From an optimization exercise on the open Yosys and OpenROAD flow, aimed at small area and a short achievable clock period; shortcuts taken in it are not production practice.
In this exercise RTL edits were held to simulation tests only and were not proved equivalent to the original.
Power and IR drop assume default switching activity.

## flow/design.v

```verilog
module alu #(
    parameter INST_W = 4,
    parameter INT_W  = 6,
    parameter FRAC_W = 10,
    parameter DATA_W = INT_W + FRAC_W
)(
    input                      i_clk,
    input                      i_rst_n,
    input                      i_in_valid,
    output                     o_busy,
    input         [INST_W-1:0] i_inst,
    input  signed [DATA_W-1:0] i_data_a,
    input  signed [DATA_W-1:0] i_data_b,
    output                     o_out_valid,
    output        [DATA_W-1:0] o_data
);
    reg busy_r;      
    reg ovalid_r;
    always @(posedge i_clk or negedge i_rst_n) begin
        if (!i_rst_n) begin
            busy_r   <= 1'b0;
            ovalid_r <= 1'b0;
        end else begin
            busy_r   <= i_in_valid;
            ovalid_r <= busy_r;
        end
    end
    assign o_busy      = busy_r;
    assign o_out_valid = ovalid_r;
    wire [3:0]  op = i_inst;
    wire [15:0] a  = i_data_a;
    wire [15:0] b  = i_data_b;
    wire op_add = (op == 4'd0);
    wire op_sub = (op == 4'd1);
    wire op_mul = (op == 4'd2);
    wire op_acc = (op == 4'd3);
    wire op_sp  = (op == 4'd4);
    wire op_xor = (op == 4'd5);
    wire op_rs  = (op == 4'd6);
    wire op_lr  = (op == 4'd7);
    wire op_clz = (op == 4'd8);
    wire op_rm  = (op == 4'd9);
    wire a_neg   = a[15];
    wire a_hi    = ~a_neg & (|a[14:11]);           
    wire a_p0    = ~a_neg & ~(|a[14:11]);          
    wire a_m1    = a_neg & (&a[14:10]);            
    wire a_m2    = a_neg & (&a[14:11]) & ~a[10];   
    wire a_m3    = a_neg & (&a[14:12]) & ~a[11] & a[10];   
    wire sp_mid = a_p0 | a_m1 | a_m2 | a_m3;
    wire [16:0] ye = {b, 1'b0};
    wire [7:0]  b_one, b_two, b_neg;
    wire [7:0]  m_one, m_two, m_neg;
    wire [16:0] xe = {a[15], a};
    wire [16:0] xs = {a, 1'b0};
    genvar gi;
    generate for (gi = 0; gi < 8; gi = gi + 1) begin : g_benc
        assign b_one[gi] = ye[2*gi+1] ^ ye[2*gi];
        assign b_two[gi] = (ye[2*gi+2] & ~ye[2*gi+1] & ~ye[2*gi]) | (~ye[2*gi+2] & ye[2*gi+1] & ye[2*gi]);
        assign b_neg[gi] = ye[2*gi+2];
    end endgenerate
    wire [7:0] sp_one = {(a[15] ? (a[11] ? (a[10] ? 1'b1 : 1'b1) : 1'b0) : 1'b0), (a[15] ? (a[11] ? (a[10] ? 1'b1 : 1'b0) : 1'b0) : 1'b0), (a[15] ? (a[11] ? (a[10] ? 1'b1 : 1'b0) : 1'b1) : 1'b0), (a[15] ? (a[11] ? (a[10] ? 1'b1 : 1'b1) : 1'b0) : 1'b0), (a[15] ? (a[11] ? (a[10] ? 1'b1 : 1'b0) : 1'b0) : 1'b0), (a[15] ? (a[11] ? (a[10] ? 1'b1 : 1'b0) : 1'b1) : 1'b0), (a[15] ? (a[11] ? (a[10] ? 1'b1 : 1'b1) : 1'b0) : 1'b0), (a[15] ? (a[11] ? (a[10] ? 1'b1 : 1'b0) : 1'b1) : 1'b0)};
    wire [7:0] sp_two = {(a[15] ? (a[11] ? (a[10] ? 1'b0 : 1'b0) : 1'b0) : 1'b1), (a[15] ? (a[11] ? (a[10] ? 1'b0 : 1'b0) : 1'b1) : 1'b1), (a[15] ? (a[11] ? (a[10] ? 1'b0 : 1'b1) : 1'b0) : 1'b1), (a[15] ? (a[11] ? (a[10] ? 1'b0 : 1'b0) : 1'b0) : 1'b1), (a[15] ? (a[11] ? (a[10] ? 1'b0 : 1'b0) : 1'b1) : 1'b1), (a[15] ? (a[11] ? (a[10] ? 1'b0 : 1'b1) : 1'b0) : 1'b1), (a[15] ? (a[11] ? (a[10] ? 1'b0 : 1'b0) : 1'b0) : 1'b1), (a[15] ? (a[11] ? (a[10] ? 1'b0 : 1'b1) : 1'b0) : 1'b1)};
    wire [7:0] sp_neg = {(a[15] ? (a[11] ? (a[10] ? 1'b0 : 1'b0) : 1'b0) : 1'b0), (a[15] ? (a[11] ? (a[10] ? 1'b0 : 1'b0) : 1'b0) : 1'b0), (a[15] ? (a[11] ? (a[10] ? 1'b0 : 1'b1) : 1'b1) : 1'b0), (a[15] ? (a[11] ? (a[10] ? 1'b0 : 1'b0) : 1'b0) : 1'b0), (a[15] ? (a[11] ? (a[10] ? 1'b0 : 1'b0) : 1'b0) : 1'b0), (a[15] ? (a[11] ? (a[10] ? 1'b0 : 1'b1) : 1'b1) : 1'b0), (a[15] ? (a[11] ? (a[10] ? 1'b0 : 1'b0) : 1'b0) : 1'b0), (a[15] ? (a[11] ? (a[10] ? 1'b0 : 1'b1) : 1'b0) : 1'b0)};
    wire use_sp = op[2];
    assign m_one = use_sp ? sp_one : b_one;
    assign m_two = use_sp ? sp_two : b_two;
    assign m_neg = use_sp ? sp_neg : b_neg;
    wire [16:0] pp0 = ({17{m_one[0]}} & xe | {17{m_two[0]}} & xs) ^ {17{m_neg[0]}};
    wire [16:0] pp1 = ({17{m_one[1]}} & xe | {17{m_two[1]}} & xs) ^ {17{m_neg[1]}};
    wire [16:0] pp2 = ({17{m_one[2]}} & xe | {17{m_two[2]}} & xs) ^ {17{m_neg[2]}};
    wire [16:0] pp3 = ({17{m_one[3]}} & xe | {17{m_two[3]}} & xs) ^ {17{m_neg[3]}};
    wire [16:0] pp4 = ({17{m_one[4]}} & xe | {17{m_two[4]}} & xs) ^ {17{m_neg[4]}};
    wire [16:0] pp5 = ({17{m_one[5]}} & xe | {17{m_two[5]}} & xs) ^ {17{m_neg[5]}};
    wire [16:0] pp6 = ({17{m_one[6]}} & xe | {17{m_two[6]}} & xs) ^ {17{m_neg[6]}};
    wire [16:0] pp7 = ({17{m_one[7]}} & xe | {17{m_two[7]}} & xs) ^ {17{m_neg[7]}};
    wire fs1;
    wire fc2;
    wire fs3;
    wire fc4;
    wire fs5;
    wire fc6;
    wire fs7;
    wire fc8;
    wire fs9;
    wire fc10;
    wire fs11;
    wire fc12;
    wire hs13;
    wire hc14;
    wire fs15;
    wire fc16;
    wire fs17;
    wire fc18;
    wire fs19;
    wire fc20;
    wire fs21;
    wire fc22;
    wire fs23;
    wire fc24;
    wire fs25;
    wire fc26;
    wire fs27;
    wire fc28;
    wire fs29;
    wire fc30;
    wire fs31;
    wire fc32;
    wire fs33;
    wire fc34;
    wire fs35;
    wire fc36;
    wire hs37;
    wire hc38;
    wire fs39;
    wire fc40;
    wire fs41;
    wire fc42;
    wire hs43;
    wire hc44;
    wire fs45;
    wire fc46;
    wire fs47;
    wire fc48;
    wire fs49;
    wire fc50;
    wire hs51;
    wire hc52;
    wire fs53;
    wire fc54;
    wire hs55;
    wire hc56;
    wire hs57;
    wire hc58;
    wire hs59;
    wire hc60;
    wire fs61;
    wire fc62;
    wire hs63;
    wire hc64;
    wire fs65;
    wire fc66;
    wire fs67;
    wire fc68;
    wire fs69;
    wire fc70;
    wire fs71;
    wire fc72;
    wire fs73;
    wire fc74;
    wire fs75;
    wire fc76;
    wire fs77;
    wire fc78;
    wire fs79;
    wire fc80;
    wire fs81;
    wire fc82;
    wire fs83;
    wire fc84;
    wire fs85;
    wire fc86;
    wire fs87;
    wire fc88;
    wire fs89;
    wire fc90;
    wire fs91;
    wire fc92;
    wire fs93;
    wire fc94;
    wire fs95;
    wire fc96;
    wire fs97;
    wire fc98;
    wire fs99;
    wire fc100;
    wire fs101;
    wire fc102;
    wire fs103;
    wire fc104;
    wire fs105;
    wire fc106;
    wire fs107;
    wire fc108;
    wire fs109;
    wire fc110;
    wire fs111;
    wire fc112;
    wire fs113;
    wire fc114;
    wire fs115;
    wire fc116;
    wire fs117;
    wire fc118;
    wire fs119;
    wire fc120;
    wire fs121;
    wire fc122;
    wire fs123;
    wire fc124;
    wire fs125;
    wire fc126;
    wire hs127;
    wire hc128;
    wire fs129;
    wire fc130;
    wire hs131;
    wire hc132;
    wire hs133;
    wire hc134;
    wire hs135;
    wire hc136;
    wire fs137;
    wire fc138;
    wire fs139;
    wire fc140;
    wire fs141;
    wire fc142;
    wire fs143;
    wire fc144;
    wire fs145;
    wire fc146;
    wire fs147;
    wire fc148;
    wire fs149;
    wire fc150;
    wire fs151;
    wire fc152;
    wire fs153;
    wire fc154;
    wire fs155;
    wire fc156;
    wire fs157;
    wire fc158;
    wire fs159;
    wire fc160;
    wire fs161;
    wire fc162;
    wire fs163;
    wire fc164;
    wire fs165;
    wire fc166;
    wire fs167;
    wire fc168;
    wire fs169;
    wire fc170;
    wire fs171;
    wire fc172;
    wire fs173;
    wire fc174;
    wire fs175;
    wire fc176;
    wire fs177;
    wire fc178;
    wire fs179;
    wire fc180;
    wire hs181;
    wire hc182;
    wire hs183;
    wire hc184;
    wire fs185;
    wire fc186;
    wire fs187;
    wire fc188;
    wire fs189;
    wire fc190;
    wire fs191;
    wire fc192;
    wire fs193;
    wire fc194;
    wire fs195;
    wire fc196;
    wire fs197;
    wire fc198;
    wire fs199;
    wire fc200;
    wire fs201;
    wire fc202;
    wire fs203;
    wire fc204;
    wire fs205;
    wire fc206;
    wire fs207;
    wire fc208;
    wire fs209;
    wire fc210;
    wire fs211;
    wire fc212;
    wire fs213;
    wire fc214;
    wire fs215;
    wire fc216;
    wire fs217;
    wire fc218;
    wire fs219;
    wire fc220;
    wire fs221;
    wire fc222;
    wire fs223;
    wire fc224;
    wire fs225;
    wire fc226;
    wire fs227;
    wire fc228;
    wire fs229;
    wire fc230;
    wire fs231;
    wire fc232;
    wire fs233;
    wire fc234;
    wire hs235;
    wire hc236;
    wire kc9_0 = use_sp ? (a[15] ? (a[11] ? (a[10] ? 1'b0 : 1'b0) : 1'b0) : 1'b0) : 1'b1;
    wire kc10_0 = use_sp ? (a[15] ? (a[11] ? (a[10] ? 1'b0 : 1'b1) : 1'b1) : 1'b0) : 1'b0;
    wire kc11_0 = use_sp ? (a[15] ? (a[11] ? (a[10] ? 1'b1 : 1'b0) : 1'b1) : 1'b1) : 1'b0;
    wire kc12_0 = use_sp ? (a[15] ? (a[11] ? (a[10] ? 1'b0 : 1'b1) : 1'b0) : 1'b0) : 1'b0;
    wire kc13_0 = use_sp ? (a[15] ? (a[11] ? (a[10] ? 1'b1 : 1'b1) : 1'b1) : 1'b1) : 1'b0;
    wire kc13_1 = use_sp ? (a[15] ? (a[11] ? (a[10] ? 1'b0 : 1'b1) : 1'b1) : 1'b0) : 1'b0;
    wire kc15_0 = use_sp ? (a[15] ? (a[11] ? (a[10] ? 1'b0 : 1'b0) : 1'b1) : 1'b0) : 1'b0;
    wire kc16_0 = use_sp ? (a[15] ? (a[11] ? (a[10] ? 1'b0 : 1'b0) : 1'b0) : 1'b0) : 1'b1;
    wire kc17_0 = use_sp ? (a[15] ? (a[11] ? (a[10] ? 1'b1 : 1'b0) : 1'b0) : 1'b1) : 1'b1;
    wire kc18_0 = use_sp ? (a[15] ? (a[11] ? (a[10] ? 1'b1 : 1'b1) : 1'b0) : 1'b1) : 1'b0;
    wire kc19_0 = use_sp ? (a[15] ? (a[11] ? (a[10] ? 1'b0 : 1'b0) : 1'b0) : 1'b0) : 1'b1;
    wire kc20_0 = use_sp ? (a[15] ? (a[11] ? (a[10] ? 1'b1 : 1'b0) : 1'b0) : 1'b1) : 1'b0;
    wire kc21_0 = use_sp ? (a[15] ? (a[11] ? (a[10] ? 1'b0 : 1'b1) : 1'b0) : 1'b0) : 1'b1;
    wire kc22_0 = use_sp ? (a[15] ? (a[11] ? (a[10] ? 1'b1 : 1'b1) : 1'b0) : 1'b1) : 1'b0;
    wire kc23_0 = use_sp ? (a[15] ? (a[11] ? (a[10] ? 1'b0 : 1'b1) : 1'b0) : 1'b0) : 1'b1;
    wire kc24_0 = use_sp ? (a[15] ? (a[11] ? (a[10] ? 1'b1 : 1'b0) : 1'b0) : 1'b1) : 1'b0;
    wire kc25_0 = use_sp ? (a[15] ? (a[11] ? (a[10] ? 1'b0 : 1'b0) : 1'b0) : 1'b0) : 1'b1;
    wire kc26_0 = use_sp ? (a[15] ? (a[11] ? (a[10] ? 1'b1 : 1'b1) : 1'b1) : 1'b1) : 1'b0;
    assign fs1 = m_neg[5] ^ kc10_0 ^ pp0[10];
    assign fc2 = (m_neg[5] & kc10_0) | (m_neg[5] & pp0[10]) | (kc10_0 & pp0[10]);
    assign fs3 = kc11_0 ^ pp0[11] ^ pp1[9];
    assign fc4 = (kc11_0 & pp0[11]) | (kc11_0 & pp1[9]) | (pp0[11] & pp1[9]);
    assign fs5 = m_neg[6] ^ kc12_0 ^ pp0[12];
    assign fc6 = (m_neg[6] & kc12_0) | (m_neg[6] & pp0[12]) | (kc12_0 & pp0[12]);
    assign fs7 = pp1[10] ^ pp2[8] ^ pp3[6];
    assign fc8 = (pp1[10] & pp2[8]) | (pp1[10] & pp3[6]) | (pp2[8] & pp3[6]);
    assign fs9 = kc13_0 ^ kc13_1 ^ pp0[13];
    assign fc10 = (kc13_0 & kc13_1) | (kc13_0 & pp0[13]) | (kc13_1 & pp0[13]);
    assign fs11 = pp1[11] ^ pp2[9] ^ pp3[7];
    assign fc12 = (pp1[11] & pp2[9]) | (pp1[11] & pp3[7]) | (pp2[9] & pp3[7]);
    assign hs13 = pp4[5] ^ pp5[3];
    assign hc14 = pp4[5] & pp5[3];
    assign fs15 = m_neg[7] ^ pp0[14] ^ pp1[12];
    assign fc16 = (m_neg[7] & pp0[14]) | (m_neg[7] & pp1[12]) | (pp0[14] & pp1[12]);
    assign fs17 = pp2[10] ^ pp3[8] ^ pp4[6];
    assign fc18 = (pp2[10] & pp3[8]) | (pp2[10] & pp4[6]) | (pp3[8] & pp4[6]);
    assign fs19 = pp5[4] ^ pp6[2] ^ pp7[0];
    assign fc20 = (pp5[4] & pp6[2]) | (pp5[4] & pp7[0]) | (pp6[2] & pp7[0]);
    assign fs21 = kc15_0 ^ pp0[15] ^ pp1[13];
    assign fc22 = (kc15_0 & pp0[15]) | (kc15_0 & pp1[13]) | (pp0[15] & pp1[13]);
    assign fs23 = pp2[11] ^ pp3[9] ^ pp4[7];
    assign fc24 = (pp2[11] & pp3[9]) | (pp2[11] & pp4[7]) | (pp3[9] & pp4[7]);
    assign fs25 = pp5[5] ^ pp6[3] ^ pp7[1];
    assign fc26 = (pp5[5] & pp6[3]) | (pp5[5] & pp7[1]) | (pp6[3] & pp7[1]);
    assign fs27 = kc16_0 ^ pp1[14] ^ pp2[12];
    assign fc28 = (kc16_0 & pp1[14]) | (kc16_0 & pp2[12]) | (pp1[14] & pp2[12]);
    assign fs29 = pp3[10] ^ pp4[8] ^ pp5[6];
    assign fc30 = (pp3[10] & pp4[8]) | (pp3[10] & pp5[6]) | (pp4[8] & pp5[6]);
    assign fs31 = pp6[4] ^ pp7[2] ^ ~pp0[16];
    assign fc32 = (pp6[4] & pp7[2]) | (pp6[4] & ~pp0[16]) | (pp7[2] & ~pp0[16]);
    assign fs33 = kc17_0 ^ pp1[15] ^ pp2[13];
    assign fc34 = (kc17_0 & pp1[15]) | (kc17_0 & pp2[13]) | (pp1[15] & pp2[13]);
    assign fs35 = pp3[11] ^ pp4[9] ^ pp5[7];
    assign fc36 = (pp3[11] & pp4[9]) | (pp3[11] & pp5[7]) | (pp4[9] & pp5[7]);
    assign hs37 = pp6[5] ^ pp7[3];
    assign hc38 = pp6[5] & pp7[3];
    assign fs39 = kc18_0 ^ pp2[14] ^ pp3[12];
    assign fc40 = (kc18_0 & pp2[14]) | (kc18_0 & pp3[12]) | (pp2[14] & pp3[12]);
    assign fs41 = pp4[10] ^ pp5[8] ^ pp6[6];
    assign fc42 = (pp4[10] & pp5[8]) | (pp4[10] & pp6[6]) | (pp5[8] & pp6[6]);
    assign hs43 = pp7[4] ^ ~pp1[16];
    assign hc44 = pp7[4] & ~pp1[16];
    assign fs45 = kc19_0 ^ pp2[15] ^ pp3[13];
    assign fc46 = (kc19_0 & pp2[15]) | (kc19_0 & pp3[13]) | (pp2[15] & pp3[13]);
    assign fs47 = pp4[11] ^ pp5[9] ^ pp6[7];
    assign fc48 = (pp4[11] & pp5[9]) | (pp4[11] & pp6[7]) | (pp5[9] & pp6[7]);
    assign fs49 = kc20_0 ^ pp3[14] ^ pp4[12];
    assign fc50 = (kc20_0 & pp3[14]) | (kc20_0 & pp4[12]) | (pp3[14] & pp4[12]);
    assign hs51 = pp5[10] ^ pp6[8];
    assign hc52 = pp5[10] & pp6[8];
    assign fs53 = kc21_0 ^ pp3[15] ^ pp4[13];
    assign fc54 = (kc21_0 & pp3[15]) | (kc21_0 & pp4[13]) | (pp3[15] & pp4[13]);
    assign hs55 = kc22_0 ^ pp4[14];
    assign hc56 = kc22_0 & pp4[14];
    assign hs57 = m_neg[3] ^ pp0[6];
    assign hc58 = m_neg[3] & pp0[6];
    assign hs59 = pp0[7] ^ pp1[5];
    assign hc60 = pp0[7] & pp1[5];
    assign fs61 = m_neg[4] ^ pp0[8] ^ pp1[6];
    assign fc62 = (m_neg[4] & pp0[8]) | (m_neg[4] & pp1[6]) | (pp0[8] & pp1[6]);
    assign hs63 = pp2[4] ^ pp3[2];
    assign hc64 = pp2[4] & pp3[2];
    assign fs65 = kc9_0 ^ pp0[9] ^ pp1[7];
    assign fc66 = (kc9_0 & pp0[9]) | (kc9_0 & pp1[7]) | (pp0[9] & pp1[7]);
    assign fs67 = pp2[5] ^ pp3[3] ^ pp4[1];
    assign fc68 = (pp2[5] & pp3[3]) | (pp2[5] & pp4[1]) | (pp3[3] & pp4[1]);
    assign fs69 = pp1[8] ^ pp2[6] ^ pp3[4];
    assign fc70 = (pp1[8] & pp2[6]) | (pp1[8] & pp3[4]) | (pp2[6] & pp3[4]);
    assign fs71 = pp4[2] ^ pp5[0] ^ fs1;
    assign fc72 = (pp4[2] & pp5[0]) | (pp4[2] & fs1) | (pp5[0] & fs1);
    assign fs73 = pp2[7] ^ pp3[5] ^ pp4[3];
    assign fc74 = (pp2[7] & pp3[5]) | (pp2[7] & pp4[3]) | (pp3[5] & pp4[3]);
    assign fs75 = pp5[1] ^ fc2 ^ fs3;
    assign fc76 = (pp5[1] & fc2) | (pp5[1] & fs3) | (fc2 & fs3);
    assign fs77 = pp4[4] ^ pp5[2] ^ pp6[0];
    assign fc78 = (pp4[4] & pp5[2]) | (pp4[4] & pp6[0]) | (pp5[2] & pp6[0]);
    assign fs79 = fc4 ^ fs5 ^ fs7;
    assign fc80 = (fc4 & fs5) | (fc4 & fs7) | (fs5 & fs7);
    assign fs81 = pp6[1] ^ hs13 ^ fc6;
    assign fc82 = (pp6[1] & hs13) | (pp6[1] & fc6) | (hs13 & fc6);
    assign fs83 = fc8 ^ fs9 ^ fs11;
    assign fc84 = (fc8 & fs9) | (fc8 & fs11) | (fs9 & fs11);
    assign fs85 = hc14 ^ fc10 ^ fc12;
    assign fc86 = (hc14 & fc10) | (hc14 & fc12) | (fc10 & fc12);
    assign fs87 = fs15 ^ fs17 ^ fs19;
    assign fc88 = (fs15 & fs17) | (fs15 & fs19) | (fs17 & fs19);
    assign fs89 = fc16 ^ fc18 ^ fc20;
    assign fc90 = (fc16 & fc18) | (fc16 & fc20) | (fc18 & fc20);
    assign fs91 = fs21 ^ fs23 ^ fs25;
    assign fc92 = (fs21 & fs23) | (fs21 & fs25) | (fs23 & fs25);
    assign fs93 = fc22 ^ fc24 ^ fc26;
    assign fc94 = (fc22 & fc24) | (fc22 & fc26) | (fc24 & fc26);
    assign fs95 = fs27 ^ fs29 ^ fs31;
    assign fc96 = (fs27 & fs29) | (fs27 & fs31) | (fs29 & fs31);
    assign fs97 = hs37 ^ fc28 ^ fc30;
    assign fc98 = (hs37 & fc28) | (hs37 & fc30) | (fc28 & fc30);
    assign fs99 = fc32 ^ fs33 ^ fs35;
    assign fc100 = (fc32 & fs33) | (fc32 & fs35) | (fs33 & fs35);
    assign fs101 = hc38 ^ hs43 ^ fc34;
    assign fc102 = (hc38 & hs43) | (hc38 & fc34) | (hs43 & fc34);
    assign fs103 = fc36 ^ fs39 ^ fs41;
    assign fc104 = (fc36 & fs39) | (fc36 & fs41) | (fs39 & fs41);
    assign fs105 = pp7[5] ^ hc44 ^ fc40;
    assign fc106 = (pp7[5] & hc44) | (pp7[5] & fc40) | (hc44 & fc40);
    assign fs107 = fc42 ^ fs45 ^ fs47;
    assign fc108 = (fc42 & fs45) | (fc42 & fs47) | (fs45 & fs47);
    assign fs109 = pp7[6] ^ ~pp2[16] ^ hs51;
    assign fc110 = (pp7[6] & ~pp2[16]) | (pp7[6] & hs51) | (~pp2[16] & hs51);
    assign fs111 = fc46 ^ fc48 ^ fs49;
    assign fc112 = (fc46 & fc48) | (fc46 & fs49) | (fc48 & fs49);
    assign fs113 = pp5[11] ^ pp6[9] ^ pp7[7];
    assign fc114 = (pp5[11] & pp6[9]) | (pp5[11] & pp7[7]) | (pp6[9] & pp7[7]);
    assign fs115 = hc52 ^ fc50 ^ fs53;
    assign fc116 = (hc52 & fc50) | (hc52 & fs53) | (fc50 & fs53);
    assign fs117 = pp5[12] ^ pp6[10] ^ pp7[8];
    assign fc118 = (pp5[12] & pp6[10]) | (pp5[12] & pp7[8]) | (pp6[10] & pp7[8]);
    assign fs119 = ~pp3[16] ^ hs55 ^ fc54;
    assign fc120 = (~pp3[16] & hs55) | (~pp3[16] & fc54) | (hs55 & fc54);
    assign fs121 = kc23_0 ^ pp4[15] ^ pp5[13];
    assign fc122 = (kc23_0 & pp4[15]) | (kc23_0 & pp5[13]) | (pp4[15] & pp5[13]);
    assign fs123 = pp6[11] ^ pp7[9] ^ hc56;
    assign fc124 = (pp6[11] & pp7[9]) | (pp6[11] & hc56) | (pp7[9] & hc56);
    assign fs125 = kc24_0 ^ pp5[14] ^ pp6[12];
    assign fc126 = (kc24_0 & pp5[14]) | (kc24_0 & pp6[12]) | (pp5[14] & pp6[12]);
    assign hs127 = pp7[10] ^ ~pp4[16];
    assign hc128 = pp7[10] & ~pp4[16];
    assign fs129 = kc25_0 ^ pp5[15] ^ pp6[13];
    assign fc130 = (kc25_0 & pp5[15]) | (kc25_0 & pp6[13]) | (pp5[15] & pp6[13]);
    assign hs131 = kc26_0 ^ pp6[14];
    assign hc132 = kc26_0 & pp6[14];
    reg  [19:0] acc [0:15];
    reg  [15:0] acc_v;
    wire [15:0] a_dec = 16'd1 << a[3:0];
    reg  [19:0] acc_rd;
    integer k;
    always @(*) begin
        acc_rd = 20'd0;
        for (k = 0; k < 16; k = k + 1)
            acc_rd = acc_rd | ({20{a_dec[k] & acc_v[k]}} & acc[k]);
    end
    wire [19:0] x_d = op_acc ? acc_rd : {{4{a[15]}}, a};
    wire [15:0] y_d = op_sub ? ~b :
                      op_lr  ? {b[15:4], 4'd0 - b[3:0]} :
                      op_sp  ? 16'd0 :
                      b;
    reg [19:0] x_r;
    reg [15:0] y_r;
    reg [3:0]  idx_r;
    reg [105:0] mr;
    reg s_acc_r, s_sum_r, s_cin_r, s_mul_r, s_sp_r, s_xor_r;
    reg s_rs_r, s_lr_r, s_clz_r, s_rm_r;
    always @(posedge i_clk) begin
        x_r        <= x_d;
        y_r        <= y_d;
        idx_r      <= a[3:0];
        mr         <= {~pp7[16], pp7[15], ~pp6[16], pp7[14], hc132, pp7[13], pp6[15], fc130, hs131, ~pp5[16], pp7[12], hc128, fc126, fs129, pp7[11], fc124, fc122, fs125, hs127, fc120, fc118, fs123, fs121, fc116, fc114, fs119, fs117, fc112, fc110, fs115, fs113, fc108, fc106, fs111, fs109, fc104, fc102, fs107, fs105, fc100, fc98, fs103, fs101, fc96, fc94, fs99, fs97, fc92, fc90, fs95, fs93, fc88, fc86, fs91, fs89, fc84, fc82, fs87, fs85, fc80, fc78, fs83, fs81, fc76, fc74, fs79, fs77, fc72, fc70, fs75, fs73, fc68, fc66, fs71, fs69, hc64, fc62, fs67, fs65, hc60, fs61, hs63, pp4[0], hc58, hs59, pp3[1], pp2[3], hs57, pp3[0], pp2[2], pp1[4], pp2[1], pp1[3], pp0[5], pp2[0], pp1[2], pp0[4], m_neg[2], pp1[1], pp0[3], pp1[0], pp0[2], m_neg[1], pp0[1], pp0[0], m_neg[0]};
        s_acc_r    <= op_acc;
        s_sum_r    <= op_add | op_sub | op_acc;
        s_cin_r    <= op_sub;
        s_mul_r    <= op_mul;
        s_sp_r     <= op_sp & sp_mid;
        s_xor_r    <= op_xor | (op_sp & a_hi);
        s_rs_r     <= op_rs;
        s_lr_r     <= op_lr;
        s_clz_r    <= op_clz;
        s_rm_r     <= op_rm;
    end
    wire [15:0] xa = x_r[15:0];
    wire [15:0] idx_dec = 16'd1 << idx_r;
    wire [15:0] slo = {1'b0, x_r[14:0]} + {1'b0, y_r[14:0]} + {15'd0, s_cin_r};
    wire        c15 = slo[15];
    wire [4:0]  shi = x_r[19:15] + {5{y_r[15]}};
    wire [4:0]  shi1 = shi + 5'd1;
    wire [19:0] sum = {c15 ? shi1 : shi, slo[14:0]};
    wire        sok0 = (shi == 5'd0)  | (shi == 5'd31);
    wire        sok1 = (shi == 5'd31) | (shi == 5'd30);
    wire        sum_ok = c15 ? sok1 : sok0;
    wire [15:0] sum_sat = sum_ok ? sum[15:0] : {sum[19], {15{~sum[19]}}};
    wire acc_we = busy_r & s_acc_r;
    always @(posedge i_clk or negedge i_rst_n) begin
        if (!i_rst_n)
            acc_v <= 16'd0;
        else if (acc_we)
            acc_v <= acc_v | idx_dec;
    end
    always @(posedge i_clk) begin
        for (k = 0; k < 16; k = k + 1)
            if (acc_we & idx_dec[k])
                acc[k] <= sum;
    end
    assign hs133 = mr[8] ^ mr[9];
    assign hc134 = mr[8] & mr[9];
    assign hs135 = mr[12] ^ mr[13];
    assign hc136 = mr[12] & mr[13];
    assign fs137 = mr[15] ^ mr[16] ^ mr[17];
    assign fc138 = (mr[15] & mr[16]) | (mr[15] & mr[17]) | (mr[16] & mr[17]);
    assign fs139 = mr[19] ^ mr[20] ^ mr[21];
    assign fc140 = (mr[19] & mr[20]) | (mr[19] & mr[21]) | (mr[20] & mr[21]);
    assign fs141 = mr[23] ^ mr[24] ^ mr[25];
    assign fc142 = (mr[23] & mr[24]) | (mr[23] & mr[25]) | (mr[24] & mr[25]);
    assign fs143 = mr[27] ^ mr[28] ^ mr[29];
    assign fc144 = (mr[27] & mr[28]) | (mr[27] & mr[29]) | (mr[28] & mr[29]);
    assign fs145 = mr[31] ^ mr[32] ^ mr[33];
    assign fc146 = (mr[31] & mr[32]) | (mr[31] & mr[33]) | (mr[32] & mr[33]);
    assign fs147 = mr[35] ^ mr[36] ^ mr[37];
    assign fc148 = (mr[35] & mr[36]) | (mr[35] & mr[37]) | (mr[36] & mr[37]);
    assign fs149 = mr[39] ^ mr[40] ^ mr[41];
    assign fc150 = (mr[39] & mr[40]) | (mr[39] & mr[41]) | (mr[40] & mr[41]);
    assign fs151 = mr[43] ^ mr[44] ^ mr[45];
    assign fc152 = (mr[43] & mr[44]) | (mr[43] & mr[45]) | (mr[44] & mr[45]);
    assign fs153 = mr[47] ^ mr[48] ^ mr[49];
    assign fc154 = (mr[47] & mr[48]) | (mr[47] & mr[49]) | (mr[48] & mr[49]);
    assign fs155 = mr[51] ^ mr[52] ^ mr[53];
    assign fc156 = (mr[51] & mr[52]) | (mr[51] & mr[53]) | (mr[52] & mr[53]);
    assign fs157 = mr[55] ^ mr[56] ^ mr[57];
    assign fc158 = (mr[55] & mr[56]) | (mr[55] & mr[57]) | (mr[56] & mr[57]);
    assign fs159 = mr[59] ^ mr[60] ^ mr[61];
    assign fc160 = (mr[59] & mr[60]) | (mr[59] & mr[61]) | (mr[60] & mr[61]);
    assign fs161 = mr[63] ^ mr[64] ^ mr[65];
    assign fc162 = (mr[63] & mr[64]) | (mr[63] & mr[65]) | (mr[64] & mr[65]);
    assign fs163 = mr[67] ^ mr[68] ^ mr[69];
    assign fc164 = (mr[67] & mr[68]) | (mr[67] & mr[69]) | (mr[68] & mr[69]);
    assign fs165 = mr[71] ^ mr[72] ^ mr[73];
    assign fc166 = (mr[71] & mr[72]) | (mr[71] & mr[73]) | (mr[72] & mr[73]);
    assign fs167 = mr[75] ^ mr[76] ^ mr[77];
    assign fc168 = (mr[75] & mr[76]) | (mr[75] & mr[77]) | (mr[76] & mr[77]);
    assign fs169 = mr[79] ^ mr[80] ^ mr[81];
    assign fc170 = (mr[79] & mr[80]) | (mr[79] & mr[81]) | (mr[80] & mr[81]);
    assign fs171 = mr[83] ^ mr[84] ^ mr[85];
    assign fc172 = (mr[83] & mr[84]) | (mr[83] & mr[85]) | (mr[84] & mr[85]);
    assign fs173 = mr[87] ^ mr[88] ^ mr[89];
    assign fc174 = (mr[87] & mr[88]) | (mr[87] & mr[89]) | (mr[88] & mr[89]);
    assign fs175 = mr[91] ^ mr[92] ^ mr[93];
    assign fc176 = (mr[91] & mr[92]) | (mr[91] & mr[93]) | (mr[92] & mr[93]);
    assign fs177 = mr[95] ^ mr[96] ^ mr[97];
    assign fc178 = (mr[95] & mr[96]) | (mr[95] & mr[97]) | (mr[96] & mr[97]);
    assign fs179 = 1'b1 ^ mr[99] ^ mr[100];
    assign fc180 = (1'b1 & mr[99]) | (1'b1 & mr[100]) | (mr[99] & mr[100]);
    assign hs181 = mr[3] ^ mr[4];
    assign hc182 = mr[3] & mr[4];
    assign hs183 = mr[6] ^ mr[7];
    assign hc184 = mr[6] & mr[7];
    assign fs185 = mr[10] ^ mr[11] ^ hs133;
    assign fc186 = (mr[10] & mr[11]) | (mr[10] & hs133) | (mr[11] & hs133);
    assign fs187 = mr[14] ^ hc134 ^ hs135;
    assign fc188 = (mr[14] & hc134) | (mr[14] & hs135) | (hc134 & hs135);
    assign fs189 = mr[18] ^ hc136 ^ fs137;
    assign fc190 = (mr[18] & hc136) | (mr[18] & fs137) | (hc136 & fs137);
    assign fs191 = mr[22] ^ fc138 ^ fs139;
    assign fc192 = (mr[22] & fc138) | (mr[22] & fs139) | (fc138 & fs139);
    assign fs193 = mr[26] ^ fc140 ^ fs141;
    assign fc194 = (mr[26] & fc140) | (mr[26] & fs141) | (fc140 & fs141);
    assign fs195 = mr[30] ^ fc142 ^ fs143;
    assign fc196 = (mr[30] & fc142) | (mr[30] & fs143) | (fc142 & fs143);
    assign fs197 = mr[34] ^ fc144 ^ fs145;
    assign fc198 = (mr[34] & fc144) | (mr[34] & fs145) | (fc144 & fs145);
    assign fs199 = mr[38] ^ fc146 ^ fs147;
    assign fc200 = (mr[38] & fc146) | (mr[38] & fs147) | (fc146 & fs147);
    assign fs201 = mr[42] ^ fc148 ^ fs149;
    assign fc202 = (mr[42] & fc148) | (mr[42] & fs149) | (fc148 & fs149);
    assign fs203 = mr[46] ^ fc150 ^ fs151;
    assign fc204 = (mr[46] & fc150) | (mr[46] & fs151) | (fc150 & fs151);
    assign fs205 = mr[50] ^ fc152 ^ fs153;
    assign fc206 = (mr[50] & fc152) | (mr[50] & fs153) | (fc152 & fs153);
    assign fs207 = mr[54] ^ fc154 ^ fs155;
    assign fc208 = (mr[54] & fc154) | (mr[54] & fs155) | (fc154 & fs155);
    assign fs209 = mr[58] ^ fc156 ^ fs157;
    assign fc210 = (mr[58] & fc156) | (mr[58] & fs157) | (fc156 & fs157);
    assign fs211 = mr[62] ^ fc158 ^ fs159;
    assign fc212 = (mr[62] & fc158) | (mr[62] & fs159) | (fc158 & fs159);
    assign fs213 = mr[66] ^ fc160 ^ fs161;
    assign fc214 = (mr[66] & fc160) | (mr[66] & fs161) | (fc160 & fs161);
    assign fs215 = mr[70] ^ fc162 ^ fs163;
    assign fc216 = (mr[70] & fc162) | (mr[70] & fs163) | (fc162 & fs163);
    assign fs217 = mr[74] ^ fc164 ^ fs165;
    assign fc218 = (mr[74] & fc164) | (mr[74] & fs165) | (fc164 & fs165);
    assign fs219 = mr[78] ^ fc166 ^ fs167;
    assign fc220 = (mr[78] & fc166) | (mr[78] & fs167) | (fc166 & fs167);
    assign fs221 = mr[82] ^ fc168 ^ fs169;
    assign fc222 = (mr[82] & fc168) | (mr[82] & fs169) | (fc168 & fs169);
    assign fs223 = mr[86] ^ fc170 ^ fs171;
    assign fc224 = (mr[86] & fc170) | (mr[86] & fs171) | (fc170 & fs171);
    assign fs225 = mr[90] ^ fc172 ^ fs173;
    assign fc226 = (mr[90] & fc172) | (mr[90] & fs173) | (fc172 & fs173);
    assign fs227 = mr[94] ^ fc174 ^ fs175;
    assign fc228 = (mr[94] & fc174) | (mr[94] & fs175) | (fc174 & fs175);
    assign fs229 = mr[98] ^ fc176 ^ fs177;
    assign fc230 = (mr[98] & fc176) | (mr[98] & fs177) | (fc176 & fs177);
    assign fs231 = mr[101] ^ fc178 ^ fs179;
    assign fc232 = (mr[101] & fc178) | (mr[101] & fs179) | (fc178 & fs179);
    assign fs233 = mr[102] ^ mr[103] ^ fc180;
    assign fc234 = (mr[102] & mr[103]) | (mr[102] & fc180) | (mr[103] & fc180);
    assign hs235 = 1'b1 ^ mr[104];
    assign hc236 = 1'b1 & mr[104];
    wire [31:0] pr_a = {1'b1, mr[105], hs235, fs233, fs231, fs229, fs227, fs225, fs223, fs221, fs219, fs217, fs215, fs213, fs211, fs209, fs207, fs205, fs203, fs201, fs199, fs197, fs195, fs193, fs191, fs189, fs187, fs185, hs183, mr[5], mr[2], mr[0]};
    wire [31:0] pr_b = {1'b0, hc236, fc234, fc232, fc230, fc228, fc226, fc224, fc222, fc220, fc218, fc216, fc214, fc212, fc210, fc208, fc206, fc204, fc202, fc200, fc198, fc196, fc194, fc192, fc190, fc188, fc186, hc184, hc182, hs181, 1'b0, mr[1]};
    wire [24:0] kg0 = pr_a[24:0] & pr_b[24:0];
    wire [24:0] kp0 = pr_a[24:0] ^ pr_b[24:0];
    wire [24:0] kg1, kp1;
    assign kg1[0:0] = kg0[0:0];
    assign kp1[0:0] = kp0[0:0];
    assign kg1[24:1] = kg0[24:1] | (kp0[24:1] & kg0[23:0]);
    assign kp1[24:1] = kp0[24:1] & kp0[23:0];
    wire [24:0] kg2, kp2;
    assign kg2[1:0] = kg1[1:0];
    assign kp2[1:0] = kp1[1:0];
    assign kg2[24:2] = kg1[24:2] | (kp1[24:2] & kg1[22:0]);
    assign kp2[24:2] = kp1[24:2] & kp1[22:0];
    wire [24:0] kg3, kp3;
    assign kg3[3:0] = kg2[3:0];
    assign kp3[3:0] = kp2[3:0];
    assign kg3[24:4] = kg2[24:4] | (kp2[24:4] & kg2[20:0]);
    assign kp3[24:4] = kp2[24:4] & kp2[20:0];
    wire [24:0] kg4, kp4;
    assign kg4[7:0] = kg3[7:0];
    assign kp4[7:0] = kp3[7:0];
    assign kg4[24:8] = kg3[24:8] | (kp3[24:8] & kg3[16:0]);
    assign kp4[24:8] = kp3[24:8] & kp3[16:0];
    wire [24:0] kg5, kp5;
    assign kg5[15:0] = kg4[15:0];
    assign kp5[15:0] = kp4[15:0];
    assign kg5[24:16] = kg4[24:16] | (kp4[24:16] & kg4[8:0]);
    assign kp5[24:16] = kp4[24:16] & kp4[8:0];
    wire [25:0] kc  = {kg5, 1'b0};             
    wire [25:0] lo  = {kc[25], kp0 ^ kc[24:0]};
    wire        c25 = lo[25];
    wire [6:0]  ha_ = pr_a[31:25], hb_ = pr_b[31:25];
    wire [6:0]  hx  = ha_ ^ hb_;
    wire        z0  = &(hx[6:1] ~^ (ha_[5:0] | hb_[5:0]));    
    wire        z1  = &(~hx[6:1] ~^ (ha_[5:0] & hb_[5:0]));   
    wire        ok0 = (z0 & ~hx[0]) | (z1 & hx[0]);           
    wire        ok1 = (z0 & hx[0]) | (z1 & ~hx[0]);           
    wire        mul_ok = c25 ? ok1 : ok0;
    wire        p25 = hx[0] ^ c25;
    wire        p26 = hx[1] ^ ((ha_[0] & hb_[0]) | (hx[0] & c25));
    wire        mul_sgn = xa[15] ^ y_r[15];    
    wire [15:0] sp_res  = {5'd0, p26, p25, lo[24:16]};    
    wire [31:0] rot2 = {xa, xa} >> y_r[3:0];
    wire [15:0] rot  = rot2[15:0];
    reg  [15:0] rs_res;
    integer j;
    always @(*) begin
        for (j = 0; j < 16; j = j + 1)
            rs_res[j] = (y_r[4] | (j + y_r[3:0] > 15)) ? xa[15] : rot[j];
    end
    reg [4:0] zcnt;
    always @(*) begin
        zcnt = 5'd0;
        for (j = 0; j < 16; j = j + 1)
            if (xa[j]) zcnt = 15 - j;
    end
    reg [12:0] match4;
    always @(*) begin
        for (j = 0; j < 13; j = j + 1)
            match4[j] = (xa[j+:4] == y_r[(15-j)-:4]);
    end
    wire [15:0] res_m = s_sp_r ? sp_res : {p25, lo[24:10]};
    wire [15:0] res_o = ({16{s_sum_r}} & sum_sat)
                      | ({16{s_mul_r}} & {mul_sgn, {15{~mul_sgn}}})
                      | ({16{s_xor_r}} & (xa ^ y_r))
                      | ({16{s_rs_r }} & rs_res)
                      | ({16{s_lr_r }} & rot)
                      | ({16{s_clz_r}} & {11'd0, zcnt})
                      | ({16{s_rm_r }} & {3'd0, match4});
    reg [15:0] odata_m, odata_o;
    reg        osel_m;
    always @(posedge i_clk) begin
        odata_m <= res_m;
        odata_o <= res_o;
        osel_m  <= s_sp_r | (s_mul_r & mul_ok);
    end
    assign o_data = osel_m ? odata_m : odata_o;
endmodule
```

## flow/flow/run.sh

```bash
#!/bin/bash
# The standard layout (the standard.sh, all ORFS steps to finish), with one
# change: the port buffers are made as buf_2 cells instead of the slow delay
# buffer ORFS's port buffering picks by default. The tools' full output goes
# to flow_standard.log.
set -euo pipefail
bash standard.sh BUFFER_PORTS_ARGS="-buffer_cell sky130_fd_sc_hd__buf_2" finish > flow_standard.log 2>&1
```

## flow/standard.sh

```bash
#!/bin/bash
# synth_recipe.tcl (not shown) runs the flow's synth.tcl, then flattens the netlist and writes it again
# the make line also repeats each setting of config.mk as NAME=value (left out here)
make -C /OpenROAD-flow-scripts/flow DESIGN_CONFIG=/design/flow/config.mk WORK_HOME=/design/flow/orfs CLKGATE_MAP_FILE= SYNTH_SCRIPT=/design/flow/synth_recipe.tcl "${@:-finish}"
```

## flow/config.mk

```make
export PLATFORM = sky130hd
export DESIGN_NAME = alu
export DESIGN_NICKNAME = alu
export VERILOG_FILES = /design/flow/design.v
export SDC_FILE = /design/flow/constraint.sdc
export NUM_CORES = 4
export LEC_CHECK = 0
export ABC_CLOCK_PERIOD_IN_PS = 3500
export CAP_MARGIN = 20
export CORE_MARGIN = 2
export CORE_UTILIZATION = 58
export CTS_BUF_LIST = sky130_fd_sc_hd__clkbuf_8
export SETUP_SLACK_MARGIN = 4.8
export SLEW_MARGIN = 20
```

## flow/constraint.sdc

```tcl
create_clock -name core_clock -period 8.5 [get_ports {i_clk}]
set_input_delay 1.7000 -clock core_clock [delete_from_list [all_inputs] [get_ports {i_clk}]]
set_output_delay 1.7000 -clock core_clock [all_outputs]
set_load 0.01 [all_outputs]
```

==> summary.md, run 1 <==
| Metric | Value |
|---|---|
| Top cells by area in the synthesized netlist | edfxtp_1 35%, dfxtp_1 14%, fa_1 7.6% |
| Setup TNS | 0 ns |
| Register area | 0.01385 sq mm |
| Routed WL | 81350 um |
| Ys async rst share | 0.03416 |
| Synth Net Count | 2556 |
| Vias/cell | 6.263 |
| TritonCTS clock tree | built |
| Crit path required time | 9.03 ns |
| Total of max-cap violations | 0 |
| Synth top cells by count | 320 x edfxtp_1, 210 x a22oi_1, 189 x dfxtp_1 |
| Setup crit start | mr[51] |
| CTS Buffer Depth | 3 |
| Global route total overflow | 0 |
| Synthesized flop and latch total | 527 |
| Multi-input combinational cell area | 0.01259 sq mm |
| Flop2flop setup slack | 4.65 ns |
| Crit Reg-Reg Startpoint | mr[51] |
| Slew at the pin with the worst max-slew slack | 1.088 ns |
| Initial Utilization | 0.5844 |
| Worst clock skew | 0.04310 ns |
| FILL cells | 3620 |
| Share of cells above drive strength 1 | 0.1855 |
| Antenna Nets Post-Route | 0 |
| R2R depth | 15 |
| Endpoints failing hold | 0 |
| Num CTS Buffers | 85 |
| Yosys warning count | 2 |
| Area Overhead vs Synth | 13.10% |
| Drt wl/cell | 26.34 um |
| Peak supply drop | 0.8775 mV |
| FMAX | 0.2595 GHz |
| Nets | 2643 |
| First-pass GRT wire length | 118700 um |
| Number of distinct library cells after synthesis | 81 |
| Min-Delay Path Class | reg2reg |
| Hold-fix buffers at CTS | 0 |
| Final worst-path cycle share | 0.4534 |
| Top-count cell post-synth | edfxtp_1 |
| Mapped Cells | 2329 |
| EDFF count, synth | 320 |
| Relative slew slack | 0.2733 |
| Startpoint Class | flop |
| RSZ-0062 raised after global routing | yes |
| Worst path arrival time | 4.38 ns |
| Largest net degree at the start of global routing | 40 |
| Final instance area | 0.03064 sq mm |
| Reg2reg end | odata_m[10] |
| Number of global-route vias before repair | 18830 |
| Critical Path End Type | flop |
| Status | timing/DRC/antenna clean |
| Initial DRC Count | 1858 |
| Chip Height | 220.1 um |
| Seq/Total Area, Yosys | 0.5110 |
| Crit path max fanout | 4 |
| Cells after DPL | 2891 |
| Placed cell area | 0.02832 sq mm |
| Post-Syn Area | 0.02709 sq mm |
| Root Buffer Master | clkbuf_8 |
| Pwr/cell area | 344.9 mW/mm^2 |
| Sink Count | 527 |
| Final Critical Period | 3.854 ns |
| Final setup violation count | 0 |
| Post-Layout Cell Count | 3089 |
| Total die area | 0.04845 sq mm |
| Total Power | 10.57 mW |
| HPWL Detailed | 53060 um |
| GRT Overall Usage | 0.3403 |
| Die Wd | 220.1 um |
| Via Count | 19350 |
| Antenna violations before repair | 4 |
| DRC errors left | 0 |
| Pins Over Slew Limit | 0 |
| DR pass1 iterations | 6 |
| Total I/O pin count | 57 |
| Min Hold Slack | 0.4588 ns |
| Synth top area share | 0.3547 |
| Clock transition at the registers of the reported paths | 0.06 ns |
| WS Path Type | reg2reg |
| Core Rows | 79 |
| Synth area leader | edfxtp_1 |
| Main synth FF type | edfxtp_1 |
| Core box area | 0.04636 sq mm |
| Pleak | 11.92 nW |
| GPL Wtd Cong | 0.9113 |
| Htree depth | 3 |
| Syn Area/Cell | 11.63 sq um |
| Worst Setup EP | odata_m[10] |
| Clock Latency Late Sink | 0.71 ns |
| Count of port buffers added during placement | 56 |
## worst min-delay path by stage
| stage | endpoint | startpoint | depth (start not counted) |
|---|---|---|---|
| after floorplan | acc_v[0] | acc_v[0] | 1 |
| after CTS | ovalid_r | busy_r | 0 |
| after detailed placement | ovalid_r | busy_r | 0 |
| after global routing | ovalid_r | busy_r | 0 |
| after global placement | ovalid_r | busy_r | 0 |
| final | ovalid_r | busy_r | 0 |
## worst max-delay path, cell delays in order (launching register included)
cell	delay, ns
dfxtp_2	0.32
inv_2	0.04
fa_1	0.50
fa_1	0.58
inv_2	0.06
ha_4	0.16
a2111o_1	0.45
o2111a_1	0.28
o2111a_1	0.29
a21oi_2	0.15
a211o_2	0.17
inv_2	0.04
fa_2	0.32
xor2_1	0.16
nand2_1	0.09
o21ai_2	0.08
## per-stage QoR
stage / setup WS, ns / util
3_5_place_dp: 3.391 / 0.6109
5_1_grt: 4.546 / 0.6609
3_3_place_gp: 3.487 / 0.6109
4_1_cts: 4.622 / 0.6521
2_1_floorplan: 4.578 / -
6_report: 4.646 / 0.6610
## power breakdown
| group | switching [mW] | total (mW) | internal [mW] |
|---|---|---|---|
| clock network | 1.02 | 2.03 | 1.02 |
| registers | 0.130 | 3.28 | 3.15 |
| logic | 3.14 | 5.25 | 2.12 |
| total | 4.28 | 10.6 | 6.28 |
## final cells by class
cell class	instances	area share
well taps	607	0.02479
clock buffers	93	0.04177
multi-input cells	1464	0.4108
diodes	2	0.0001633
clock inverters	58	0.009555
inverters	186	0.02364
repair buffers	152	0.03736
flip-flops and latches	527	0.4520
## kinds of logic (layout without fill, tap and decap cells)
family | count (synthesis) | in the layout | synth area share
other cells | 0 | 2 | 0
flops | 527 | 527 | 0.5110
mux | 56 | 56 | 0.02914
compound gates | 556 | 556 | 0.1442
fa+ha+maj | 188 | 188 | 0.1154
buf+inv | 338 | 489 | 0.04863
xor+xnor | 237 | 237 | 0.07662
simple gates | 427 | 427 | 0.07505
## cell usage in the layout (no fill, tap or decap), types with 12 or more instances in the layout
cell type and instances:
a211oi_1 12, a21oi_1 93, a221oi_1 33, a22o_1 30
a22oi_1 187, a22oi_2 23, and3_1 19, buf_2 53
buf_4 86, clkbuf_8 93, clkinv_1 14, clkinv_2 15
dfrtp_1 18, dfxtp_1 185, edfxtp_1 320, fa_1 94
ha_1 81, inv_1 193, mux2_2 18, mux2i_1 20
mux4_2 16, nand2_1 106, nand3_1 54, nand4_1 13
nor2_1 104, nor2_2 12, nor3_1 28, o21ai_0 53
o21ai_1 17, or2_2 19, xnor2_1 159, xor2_1 67
## state kept, by name, indices dropped and copies added, names as in the netlist
name,cells
acc,320
acc_v,16
busy_r,1
idx_r,4
mr,106
odata_m,16
odata_o,16
osel_m,1
ovalid_r,1
s_acc_r,1
s_cin_r,1
s_clz_r,1
s_lr_r,1
s_mul_r,1
s_rm_r,1
s_rs_r,1
s_sp_r,1
s_sum_r,1
s_xor_r,1
x_r,20
y_r,16
## repair_timing
item                       4_1_cts  5_1_grt
buffers inserted                18       27
gates resized for setup         43       35
pin swaps                       13       16
cloned                           0        0
setup endpoints to repair       77       78
## routing by layer
layer / GRT usage / wire length [um] / up-vias
met5: 0 / 23 / -
met1: 0.4515 / 32510 / 9607
met3: 0.06501 / 6999 / 196
met4: 0.1391 / 3064 / 4
li1: - / - / 8588
met2: 0.5530 / 38760 / 950
==> run 2, diff against run 1 <==
--- a/flow/config.mk
+++ b/flow/config.mk
@@ -13,2 +13,3 @@
 export SETUP_SLACK_MARGIN = 4.8
 export SLEW_MARGIN = 20
+export TNS_END_PERCENT = 10
==> run 2 against run 1 <==
  * Register-to-register slack got worse by 0.07 ns
  * Area after synthesis did not move
  * Maximum frequency fell by 1.7%
  * Utilization fell by 0.28 points
  * Total power fell by 0.50%
  * Worst setup slack got worse by 0.068 ns
  * Count of clock-buffer cells in the layout fell by 1
  * Cell area fell by 0.42%
  * Final cell count rose by 0.32%
  * Via count fell by 0.19%
  * Sequential power barely moved
  * Die area did not move
  * Largest cell class unchanged
==> summary.md, run 2 <==
| Metric | Value |
|---|---|
| Peak supply drop | 1.035 mV (+18%) |
| Min Hold Slack | 0.4553 ns (-0.003503 ns) |
| Post-Syn Area | 0.02709 sq mm (unchanged) |
| Total I/O pin count | 57 (unchanged) |
| Final Critical Period | 3.922 ns (+0.06824 ns) |
| Synth top cells by count | 320 x edfxtp_1, 210 x a22oi_1, 189 x dfxtp_1 |
| WS Path Type | reg2reg |
| Crit path max fanout | 2 (-2) |
| Chip Height | 220.1 um (unchanged) |
| Net switching power figure | 4.277 mW (-0.14%) |
| Main synth FF type | edfxtp_1 |
| Slowest-stage cell, CP | fa_1 |
| Htree depth | 3 (unchanged) |
| Synth top area share | 0.3547 (unchanged) |
| Startpoint Class | flop |
| Root Buffer Master | clkbuf_8 |
| Die Wd | 220.1 um (unchanged) |
| Number of global-route vias before repair | 18450 (-2.0%) |
| Sink Count | 527 (unchanged) |
| Endpoints failing hold | 0 (unchanged) |
| CTS Buffer Depth | 3 (unchanged) |
| R2R depth | 15 (unchanged) |
| Nets | 2651 (+0.30%) |
| Core box area | 0.04636 sq mm (unchanged) |
| Total die area | 0.04845 sq mm (unchanged) |
| Top-count cell post-synth | edfxtp_1 |
| Via Count | 19310 (-0.19%) |
| Clock Latency Late Sink | 0.70 ns (about the same) |
| DRC errors left | 0 (unchanged) |
| Area Overhead vs Synth | 12.62% |
| Count of port buffers added during placement | 56 (unchanged) |
| Share of cells above drive strength 1 | 0.1745 (-0.01098) |
| Core Rows | 79 (unchanged) |
| Largest regs | acc: 320 flops, mr: 106 flops, x_r: 20 flops |
| Worst hold stages | 1 (+1) |
| Pins Over Slew Limit | 0 (unchanged) |
| Antenna Nets Post-Route | 0 (unchanged) |
| Initial DRC Count | 2055 (+11%) |
| Crit path required time | 9.02 ns (about the same) |
| Setup TNS | 0 ns (unchanged) |
| Flop2flop setup slack | 4.58 ns (-0.07 ns) |
| TritonCTS clock tree | built |
| Crit path largest cell delay | 0.60 ns (+0.02 ns) |
| Worst path arrival time | 4.44 ns (+0.06 ns) |
| First-pass GRT wire length | 117500 um (-0.99%) |
| Placed cell area | 0.02821 sq mm (-0.40%) |
| Sequential share of power | 0.312 (+0.002) |
| Most common cell after layout, fill and taps aside | edfxtp_1 |
| GPL Wtd Cong | 0.9475 (+4.0%) |
| Power Internal | 6.238 mW (-0.75%) |
| Number of distinct library cells after synthesis | 81 (unchanged) |
| Crit-path cells | inv_2 -> fa_1 -> fa_1 -> inv_2 -> ha_4 -> a2111o_1 -> o2111a_1 -> o2111a_1 -> a21oi_2 -> a211o_2 -> inv_2 -> fa_2 -> xor2_1 -> nand2_1 -> o21ai_2 |
| CP most frequent cell | inv_2 |
| Initial Utilization | 0.5844 (unchanged) |
| Hold-fix buffers at CTS | 0 (unchanged) |
| Total of max-cap violations | 0 (unchanged) |
| RSZ-0062 raised after global routing | yes |
| Max FFs per register | 320 (unchanged) |
| Global route total overflow | 0 (unchanged) |
| Mapped Cells | 2329 (unchanged) |
| Synth area leader | edfxtp_1 |
| Syn Area/Cell | 11.63 sq um (unchanged) |
| Vias/cell | 6.231 (-0.51%) |
| Min-Delay Path Class | reg2reg |
| Critical Path End Type | flop |
| DR pass1 iterations | 6 (unchanged) |
| FILL cells | 3554 (-1.8%) |
| Routed WL | 81480 um (+0.15%) |
| Synthesized flop and latch total | 527 (unchanged) |
| Yosys warning count | 2 (unchanged) |
| Switching share of power | 0.4067 (+0.001474) |
| Antenna violations before repair | 6 (+2) |
| GRT Overall Usage | 0.3360 (-0.004266) |
| Drt wl/cell | 26.29 um (-0.17%) |
| Relative slew slack | 0.2326 (-0.04075) |
| Top cells by area in the synthesized netlist | edfxtp_1 35%, dfxtp_1 14%, fa_1 7.6% |
| Most flops, register | acc |
| HPWL Detailed | 52710 um (-0.65%) |
| Pleak | 11.97 nW (+0.41%) |
| Final setup violation count | 0 (unchanged) |
| FMAX | 0.2550 GHz (-1.7%) |
| Final worst-path cycle share | 0.4614 (+0.008028) |
| Status | timing/DRC/antenna clean |
| Slew at the pin with the worst max-slew slack | 1.145 ns (+0.05772 ns) |
| Num CTS Buffers | 86 (+1.2%) |
| Clk pwr share | 0.195 (+0.003) |
| Pwr/cell area | 344.6 mW/mm^2 (about the same) |
| Synth Net Count | 2556 (unchanged) |
| Worst clock skew | 0.04547 ns (+0.002371 ns) |
| Seq/Total Area, Yosys | 0.5110 (unchanged) |
| Largest net degree at the start of global routing | 40 (unchanged) |
| Ys async rst share | 0.03416 (unchanged) |
| Most frequent cells in the layout | 320 x edfxtp_1, 212 x inv_1, 196 x a22oi_1, 186 x dfxtp_1, 160 x xnor2_1 |
| Clock transition at the registers of the reported paths | 0.06 ns (about the same) |
| EDFF count, synth | 320 (unchanged) |
| Final instance area | 0.03051 sq mm (-0.42%) |
| Combinational power share | 0.493 (-0.004) |
-- run 2: cell counts after synthesis --
Identical to the previous run, type by type.
-- run 2: layout make-up --
type                    instances  area [sq um]  area share
flip-flops and latches        527         13850      0.4538
multi-input cells            1464         12440      0.4077
clock inverters                59         332.8     0.01091
well taps                     607         759.5     0.02489
clock buffers                  92          1266     0.04150
repair buffers                159          1136     0.03724
inverters                     186         718.2     0.02354
diodes                          5         12.51   0.0004101
-- run 2: what timing repair did --
item                       4_1_cts  5_1_grt
gates resized for setup         31       24
setup endpoints to repair       94      116
buffers inserted                14       40
pin swaps                       11       20
-- run 2: metal layers --
| layer | global-route usage | wire length (um) |
|---|---|---|
| met5 | 0 | 38 |
| met4 | 0.1322 | 3219 |
| met3 | 0.06832 | 7436 |
| met2 | 0.5384 | 37950 |
| met1 | 0.4524 | 32830 |
-- run 2: worst paths after layout --
kind	from	endpoint
min in group asynchronous	i_rst_n	acc_v[10]
max in group asynchronous	i_rst_n	acc_v[8]
max reg2reg	mr[56]	odata_m[10]
min	acc_v[9]	acc_v[9]
max	mr[56]	odata_m[10]
min reg2reg	acc_v[9]	acc_v[9]
-- run 2: cells by family (layout without fill, tap and decap cells) --
logic type,after synthesis,count (layout),synth area share
AO/OA/AOI/OAI,556,556,0.1442
flip-flops,527,527,0.5110
AND/OR/NAND/NOR,427,427,0.07505
buffers and inverters,338,496,0.04863
XOR/XNOR,237,237,0.07662
adder cells (fa/ha/maj),188,188,0.1154
multiplexers,56,56,0.02914
other,0,5,0
-- run 2: power groups by stage --
stage | Combinational [mW] | Clock, mW | Sequential [mW]
detailed placement | 4.59 | 0 | 3.33
floorplan | 3.16 | 0 | 3.26
CTS | 4.79 | 2.08 | 3.28
global placement | 4.48 | 0 | 3.33
finish | 5.19 | 2.05 | 3.28
global route | 5.62 | 2.19 | 3.30
-- run 2: metrics by stage --
| stage | cells | power [mW] | setup slack, ns | util |
|---|---|---|---|---|
| floorplan | 2329 | 6.422 | 4.578 | - |
| global placement | 2889 | 7.809 | 3.516 | 0.6083 |
| detailed placement | 2889 | 7.916 | 3.369 | 0.6085 |
| CTS | 3054 | 10.15 | 4.596 | 0.6480 |
| global route | 3094 | 11.11 | 4.475 | 0.6579 |
| finish | 3099 | 10.51 | 4.578 | 0.6581 |
-- run 2: critical path, delay by kind of cell, from the launching register on --
family	cells	cell delay [ns]
fa+ha+maj	4	1.67
compound gates	6	1.36
simple gates	1	0.08
buf+inv	3	0.15
xor+xnor	1	0.17
flops	1	0.34
==> run 3, diff against run 2 <==
--- a/flow/config.mk
+++ b/flow/config.mk
@@ -9,7 +9,6 @@
 export CAP_MARGIN = 20
 export CORE_MARGIN = 2
-export CORE_UTILIZATION = 58
+export CORE_UTILIZATION = 50
 export CTS_BUF_LIST = sky130_fd_sc_hd__clkbuf_8
-export SETUP_SLACK_MARGIN = 4.8
+export SETUP_SLACK_MARGIN = 5
 export SLEW_MARGIN = 20
-export TNS_END_PERCENT = 10
==> run 3 against run 2 <==
  * Highest routed layer unchanged
  * Critical endpoint unchanged
  * Global-route usage shrank 3.7 points
  * Register-to-register slack gained 0.09 ns
  * First-iteration DRC count grew 0.19%
  * Wire length grew 3.5%
  * Critical path type unchanged
  * Clock skew shrank 0.0047 ns
  * Largest cell class unchanged
  * Maximum frequency grew 2.5%
  * Synthesized cell count is the same
  * Die area grew 16%
==> summary.md, run 3 <==
| Metric | Value |
|---|---|
| Status | timing/DRC/antenna clean |
| Crit path largest cell delay | 0.54 ns (-0.06 ns) |
| Largest net degree at the start of global routing | 40 (unchanged) |
| Number of distinct library cells after synthesis | 81 (unchanged) |
| R2R depth | 15 (unchanged) |
| Startpoint Class | flop |
| WS Path Type | reg2reg |
| Fin util | 0.5846 (-0.07352) |
| Clk pwr share | 0.196 (about the same) |
| Final setup violation count | 0 (unchanged) |
| CTS Buffer Depth | 3 (unchanged) |
| Min Hold Slack | 0.4568 ns (+0.001547 ns) |
| Slew at the pin with the worst max-slew slack | 1.082 ns (-0.06347 ns) |
| Via Count | 19360 (+0.26%) |
| Top cells by area in the synthesized netlist | edfxtp_1 35%, dfxtp_1 14%, fa_1 7.6% |
| Slowest-stage cell, CP | fa_1 |
| Top-count cell post-synth | edfxtp_1 |
| Worst clock skew | 0.04080 ns (-0.004668 ns) |
| Chip Height | 236.8 um (+7.6%) |
| Antenna violations before repair | 6 (unchanged) |
| Hold path startpoint | acc_v[5] |
| Switching share of power | 0.4002 (-0.006506) |
| TritonCTS clock tree | built |
| Relative slew slack | 0.2772 (+0.04459) |
| Count of port buffers added during placement | 56 (unchanged) |
| Die Wd | 236.8 um (+7.6%) |
| Nets | 2665 (+0.53%) |
| Total I/O pin count | 57 (unchanged) |
| CP most frequent cell | inv_2 |
| Clock transition at the registers of the reported paths | 0.06 ns (about the same) |
| Root Buffer Master | clkbuf_8 |
| Synth Net Count | 2556 (unchanged) |
| Initial DRC Count | 2059 (+0.19%) |
| Combinational power share | 0.509 (+0.016) |
| Mapped Cells | 2329 (unchanged) |
| First-pass GRT wire length | 123100 um (+4.7%) |
| Crit-path cells | inv_2 -> fa_1 -> fa_1 -> inv_2 -> ha_4 -> a2111o_1 -> o2111a_1 -> o2111a_1 -> a21oi_2 -> a211o_2 -> inv_2 -> fa_2 -> xor2_1 -> nand2_1 -> o21ai_2 |
| GPL Wtd Cong | 0.9082 (-4.1%) |
| Seq/Total Area, Yosys | 0.5110 (unchanged) |
| Htree depth | 3 (unchanged) |
| Endpoints failing hold | 0 (unchanged) |
| Post-Syn Area | 0.02709 sq mm (unchanged) |
| Pins Over Slew Limit | 0 (unchanged) |
| Total die area | 0.05606 sq mm (+16%) |
| Ys async rst share | 0.03416 (unchanged) |
| Synth area leader | edfxtp_1 |
| Drt wl/cell | 26.25 um (-0.16%) |
| Area Overhead vs Synth | 15.90% |
| Clock Latency Late Sink | 0.70 ns (about the same) |
| Max FFs per register | 320 (unchanged) |
| Buf/Inv on CP | 3 (unchanged) |
| Synth top cells by count | 320 x edfxtp_1, 210 x a22oi_1, 189 x dfxtp_1 |
| Net switching power figure | 4.448 mW (+4.0%) |
| Pleak | 12.15 nW (+1.6%) |
| DR pass1 iterations | 5 (-1) |
| Antenna Nets Post-Route | 0 (unchanged) |
| Initial Utilization | 0.5044 (-0.07997) |
| Yosys warning count | 2 (unchanged) |
| Power Internal | 6.666 mW (+6.9%) |
| Total of max-cap violations | 0 (unchanged) |
| Total Power | 11.11 mW (+5.7%) |
| Num CTS Buffers | 87 (+1.2%) |
| Final Critical Period | 3.828 ns (-0.09414 ns) |
| FMAX | 0.2612 GHz (+2.5%) |
| Most common cell after layout, fill and taps aside | edfxtp_1 |
| RSZ-0062 raised after global routing | yes |
| Most flops, register | acc |
| Setup TNS | 0 ns (unchanged) |
| Share of cells above drive strength 1 | 0.2111 (+0.03656) |
| Synthesized flop and latch total | 527 (unchanged) |
| Crit path max fanout | 2 (unchanged) |
| Vias/cell | 6.027 (-3.3%) |
| Worst hold stages | 1 (unchanged) |
| Largest regs | acc: 320 flops, mr: 106 flops, x_r: 20 flops |
| Min-Delay Path Class | reg2reg |
| Placed cell area | 0.02847 sq mm (+0.93%) |
| Main synth FF type | edfxtp_1 |
| Crit. path cell count | 15 (unchanged) |
| Pwr/cell area | 354.0 mW/mm^2 (+2.7%) |
| Sink Count | 527 (unchanged) |
| Core box area | 0.05371 sq mm (+16%) |
| Crit Reg-Reg Startpoint | mr[57] |
| Final instance area | 0.03140 sq mm (+2.9%) |
| Worst path arrival time | 4.36 ns (-0.08 ns) |
| Cells after DPL | 2982 (+3.2%) |
| Peak supply drop | 0.6172 mV (-40%) |
| Crit path required time | 9.04 ns (+0.02 ns) |
| Number of global-route vias before repair | 19170 (+3.9%) |
| EDFF count, synth | 320 (unchanged) |
| Critical Path End Type | flop |
| HPWL Detailed | 53760 um (+2.0%) |
| Most frequent cells in the layout | 320 x edfxtp_1, 198 x inv_1, 182 x a22oi_1, 179 x dfxtp_1, 156 x xnor2_1 |
| Family with the most delay on the worst path | adder cells |
| Sequential share of power | 0.295 (-0.017) |
| Pre-CTS setup slack | 3.385 ns (+0.01590 ns) |
| Post-Layout Cell Count | 3212 (+3.6%) |
| Synth top area share | 0.3547 (unchanged) |
| Setup crit start | mr[57] |
| DRC errors left | 0 (unchanged) |
| GRT Overall Usage | 0.2989 (-0.03709) |
| Final WS setup | 4.672 ns (+0.09414 ns) |
| Final worst-path cycle share | 0.4504 (-0.01108) |
| Routed WL | 84320 um (+3.5%) |
| Global route total overflow | 0 (unchanged) |
| Hold-fix buffers at CTS | 0 (unchanged) |
| Core Rows | 85 (+7.6%) |
| Syn Area/Cell | 11.63 sq um (unchanged) |
[run 3: changes by cell type in the layout (fill, tap and decap cells not counted), moves of 5 or more]
| cell | delta |
|---|---|
| fa_1 | -15 |
| ha_4 | +6 |
| buf_2 | -5 |
| ha_1 | -8 |
| dfxtp_2 | +6 |
| clkinv_1 | +15 |
| inv_1 | -14 |
| a22oi_1 | -14 |
| dfxtp_1 | -7 |
| fa_2 | +15 |
| a22oi_2 | +14 |
| buf_12 | +6 |
[run 3: power groups by stage]
stage	logic (mW)	clock network [mW]	registers (mW)
6_report	5.66	2.18	3.28
5_1_grt	6.13	2.33	3.30
4_1_cts	5.17	2.23	3.28
3_5_place_dp	4.68	0	3.33
3_3_place_gp	4.55	0	3.33
2_1_floorplan	3.24	0	3.26
[run 3: logic make-up (layout without fill, tap and decap cells)]
family                   count (synthesis)  in the layout  synth area share
AO/OA/AOI/OAI                          556            558            0.1442
other                                    0              5                 0
multiplexers                            56             56           0.02914
buffers and inverters                  338            518           0.04863
adder cells (fa/ha/maj)                188            188            0.1154
XOR/XNOR                               237            237           0.07662
AND/OR/NAND/NOR                        427            427           0.07505
flip-flops                             527            527            0.5110
[run 3: metal layers]
metal	GRT usage	up-vias	part of all wire
met1	0.4040	9643	0.41
met5	0	-	0.00026
met2	0.4819	877	0.47
li1	-	8637	-
met3	0.05363	198	0.079
met4	0.1157	4	0.037
[run 3: what timing repair did]
action / CTS / global route
gates resized for setup: 66 / 66
setup buffers: 37 / 22
endpoints found under the setup margin: 134 / 134
pin swaps: 23 / 28
cloned: 0 / 4
[run 3: cell type report]
type / count / area [sq um]
diodes: 5 / 12.51
clock inverters: 67 / 420.4
flip-flops and latches: 527 / 13860
well taps: 696 / 870.8
fillers: 4465 / 22310
multi-input cells: 1466 / 12840
repair buffers: 170 / 1360
inverters: 186 / 729.5
clock buffers: 95 / 1308
[run 3: path summary, 6_finish.rpt]
check | endpoint | slack, ns
worst max-delay path | odata_m[10] | 4.67
worst min-delay path | acc_v[5] | 0.46
worst max register to register | odata_m[10] | 4.67
worst min register to register | acc_v[5] | 0.46
max in group asynchronous | acc_v[12] | 7.24
min in group asynchronous | ovalid_r | 0.95

-- re-timing with driven ports --
In the flow no input, the clock included, has a driving cell. The finished layouts below were timed again as built, in two steps.
Step 1 (the two cells are an assumption about what drives the block):
set clk [get_ports {i_clk}]
set_driving_cell -lib_cell sky130_fd_sc_hd__clkbuf_16 $clk
set_driving_cell -lib_cell sky130_fd_sc_hd__buf_2 [delete_from_list [all_inputs] $clk]
Step 2, shift: input delay + t, output delay - t, t = (earliest + latest rising clock arrival at the registers) / 2. This alone moves slack from input paths to output paths.
a / b / c = no drivers / after step 1 / after step 2; a / b = the first two.
| run | t, ns | setup WS [ns] | worst setup path at the end | cell pins on the clock port's net |
|---|---|---|---|---|
| run 1 | 0.748 | 4.646 / 4.646 / 4.116 | input to register | 1 |
| run 2 | 0.731 | 4.578 / 4.578 / 4.011 | input to register | 1 |
| run 3 | 0.734 | 4.672 / 4.672 / 4.270 | input to register | 1 |
After both steps every run listed still meets setup and hold. The setup slack of run 2, which loses most, moves by 0.000 ns with the drivers and by -0.567 ns with both steps.
